From an optimization exercise on the open Yosys and OpenROAD flow, aimed at small area and few clock cycles; shortcuts taken in it are not production practice. The RTL was checked by simulation tests, not by an equivalence proof against the original design. Power figures rest on the tool's default switching activity, not on a simulated workload.

## Apply
module Apply (
		input wire [29:0] f,
		input wire [29:0] g,
		input wire [(2-1):0]  typeIn,
		input wire valid,
		input wire negate,
		input [2:0] index,
		output wire applyBusy,
		output wire simpleCaseHit,
		output wire [29:0] simpleCaseResult,
		output wire [29:0] fn,
		output wire [29:0] fnv,
		output wire [29:0] gn,
		output wire [29:0] gnv,
		output wire quantifyOut,
		output wire [29:0] outF,
		output wire [29:0] outG,
		output wire [(2-1):0] outType,
		output wire [10-1:0] topOut,
		output wire validOut,
		output wire negateOut,
		input wire applyBusyIn,
		output wire [2:0] outIndex,
		input wire insertValueIntoSimpleCache,
		input wire [18-1:0] simpleCacheIndex,
		input wire [2-1:0] simpleCacheValue,
		input wire [15:0] avs_config_address,
		input wire avs_config_write,
		input wire [31:0] avs_config_writedata,
		input wire avs_config_read,
		output wire [31:0] avs_config_readdata,
		output wire avs_config_readdatavalid,
		output wire avs_config_waitrequest,
		output reg [127:0] aso_var_request_data,
		input wire aso_var_request_ready,
		output reg aso_var_request_valid,
		output reg [127:0] aso_node_request_data,
		input wire aso_node_request_ready,
		output reg aso_node_request_valid,
		output reg [127:0] aso_cache_request_data,
		input wire aso_cache_request_ready,
		output reg aso_cache_request_valid,
		input wire [95:0] asi_result_data,
		input wire [1:0] asi_result_channel,
		output wire asi_result_ready,
		input wire asi_result_valid,
		input wire [15:0] asi_var_data,
		output wire asi_var_ready,
		input wire asi_var_valid,
		input wire clk,
		input wire reset
	);
localparam LN = 3;        
localparam NSLOT = 1 << LN;
localparam LD = 2;        
localparam ND = 1 << LD;
assign avs_config_waitrequest = 1'b0;
assign asi_var_ready = 1'b1;
assign asi_result_ready = 1'b1;
reg [10-1:0] cubeLastVar;
reg [31:0] quantify [1:0];
reg [1:0] simpleCache [63:0];
reg [10-1:0] nextVar [63:0];
always @(posedge clk)
begin
	if(insertValueIntoSimpleCache)
		simpleCache[simpleCacheIndex[5:0]] <= simpleCacheValue;
end
wire cfgNext = (avs_config_address[15:8] != 0);
wire cfgQuant = !cfgNext & avs_config_address[7];
wire cfgCube = (avs_config_address == 16'd5);
always @(posedge clk)
begin
	if(avs_config_write)
	begin
		if(cfgNext)
  ...
For scale: about 8600 cells after synthesis, about 2000 flip-flops, about 100000 um^2 of cells after synthesis.
export LEC_CHECK = 0
export CAP_MARGIN = 20
export CORE_MARGIN = 2
export CORE_UTILIZATION = 40
export CTS_BUF_LIST = sky130_fd_sc_hd__clkbuf_16
export CTS_CLUSTER_DIAMETER = 100
export CTS_CLUSTER_SIZE = 24
export PLACE_DENSITY = 0.6
export SLEW_MARGIN = 20
create_clock -name core_clock -period 10.0 [get_ports {clk}]
run.sh (not shown) runs the stock make flow with config.mk's settings and CLKGATE_MAP_FILE= SYNTH_SCRIPT=/design/flow/synth_recipe.tcl, a recipe that flattens the netlist after the stock synthesis.
The starting point finished clean.
Testbench counts at the start, summed over its fixed seeds: cycles 11,769.
Next try:
--- a/flow/design.v
+++ b/flow/design.v
@@ -712,22 +712,25 @@
 	if(reset)
 	begin
 		vFirst <= 1'b0;
 		tqHead <= 0;
 		tqTail <= 0;
 	end
 end
-wire pValid = sAlloc[pvp] & !sPDone[pvp];
-wire [29:0] pF = sF[pvp];
-wire [29:0] pG = sG[pvp];
-wire [(2-1):0] pTy1 = sTy[pvp];
-wire pTB = sTB[pvp];
-wire pQ = sQ[pvp];
-wire pFF = sFF[pvp];
-wire pFG = sFG[pvp];
+wire cAns = asi_result_valid & (asi_result_channel == 2'b10);
+wire [LN-1:0] cSlot;
+wire [LN-1:0] rdSlot = cAns ? cSlot : pvp;
+wire pValid = sAlloc[pvp] & !sPDone[pvp] & !cAns;
+wire [29:0] pF = sF[rdSlot];
+wire [29:0] pG = sG[rdSlot];
+wire [(2-1):0] pTy1 = sTy[rdSlot];
+wire pTB = sTB[rdSlot];
+wire pQ = sQ[rdSlot];
+wire pFF = sFF[rdSlot];
+wire pFG = sFG[rdSlot];
 wire pHit3 = (pTy1 == 1) & pTB;
 wire [(2-1):0] pTy = ((pTy1 == 2) & pTB) ? 0 : pTy1;
 wire [18-1:0] pHash = ((pF + pG + pTy) ^ pQ);
 wire [1:0] pSimpleHash = ((^pF) * 2 + (^pG) + pTy + pQ);
 wire pNeedC = (pSimpleHash == simpleCache[pHash[5:0]]);
 reg [LN-1:0] cq [0:NSLOT-1];
 reg [LN-1:0] cqHead, cqTail;
@@ -806,19 +809,17 @@
 		pCDone <= 1'b0;
 		pNFDone <= 1'b0;
 		pNGDone <= 1'b0;
 		cqHead <= 0;
 		cqTail <= 0;
 	end
 end
-wire cAns = asi_result_valid & (asi_result_channel == 2'b10);
-wire [LN-1:0] cSlot = cq[cqHead];
-wire [(2-1):0] cTy = ((sTy[cSlot] == 2) & sTB[cSlot]) ? 0 : sTy[cSlot];
-wire cEqual = (sF[cSlot] == asi_result_data[29:0]) & (sG[cSlot] == asi_result_data[61:32]) &
-              (cTy == asi_result_data[95:94]) & (sQ[cSlot] == asi_result_data[30]);
+assign cSlot = cq[cqHead];
+wire cEqual = (pF == asi_result_data[29:0]) & (pG == asi_result_data[61:32]) &
+              (pTy == asi_result_data[95:94]) & (pQ == asi_result_data[30]);
 wire nAns = asi_result_valid & (asi_result_channel == 2'b01);
 reg [59:0] nBuf [0:ND-1];
 reg [LD-1:0] nHead, nTail;
 reg [LD:0] nCount;      
 always @(posedge clk)
 begin
 	if(nAns)
The changed run produced a clean layout.
Synthesized cell count went down by 7.6%.
Core utilization went down by 0.11 points.
Worst hold slack improved by 0.0039 ns.
Clock power went down by about 1%.
Critical path depth went up by 1.
Clock skew went down by 0.031 ns.
Worst setup slack got worse by 0.43 ns.
Routed wire length went down by 14%.
Flip-flop and latch count stays the same.
Area after synthesis went down by 2.3%.
Final area went down by 2.5%.
Cell count went down by 6.0%.
Power went down by 10%.
Testbench counts after the change, summed over its fixed seeds: cycles 11,869.

-- re-timing with driven ports --
In the flow no input, the clock included, has a driving cell. The finished layouts below were timed again as built, in two steps.
Step 1, drivers: a clkbuf_16 drives clk and a buf_2 each remaining input, both assumed.
Step 2 times the ports against the registers' clock, not the clock port: input delays grow and output delays shrink by t, the midpoint of the rising clock arrivals with the driver on.
Three values: no drivers, after step 1, after step 2; two values: the first two.
run	t (ns)	setup slack, ns	clock arrival spread, ns	worst slew at a driven data input, ns	pins driven straight from the clock port
the first run	0.939	1.421 / 1.299 / 1.293	0.107 / 0.108	0.27	1
the second run	0.911	0.994 / 0.963 / 0.187	0.082 / 0.081	0.27	1
After both steps setup and hold are still met in every run listed. For the second run, which loses most, drivers alone change the setup slack by -0.031 ns; drivers and shift together by -0.807 ns.
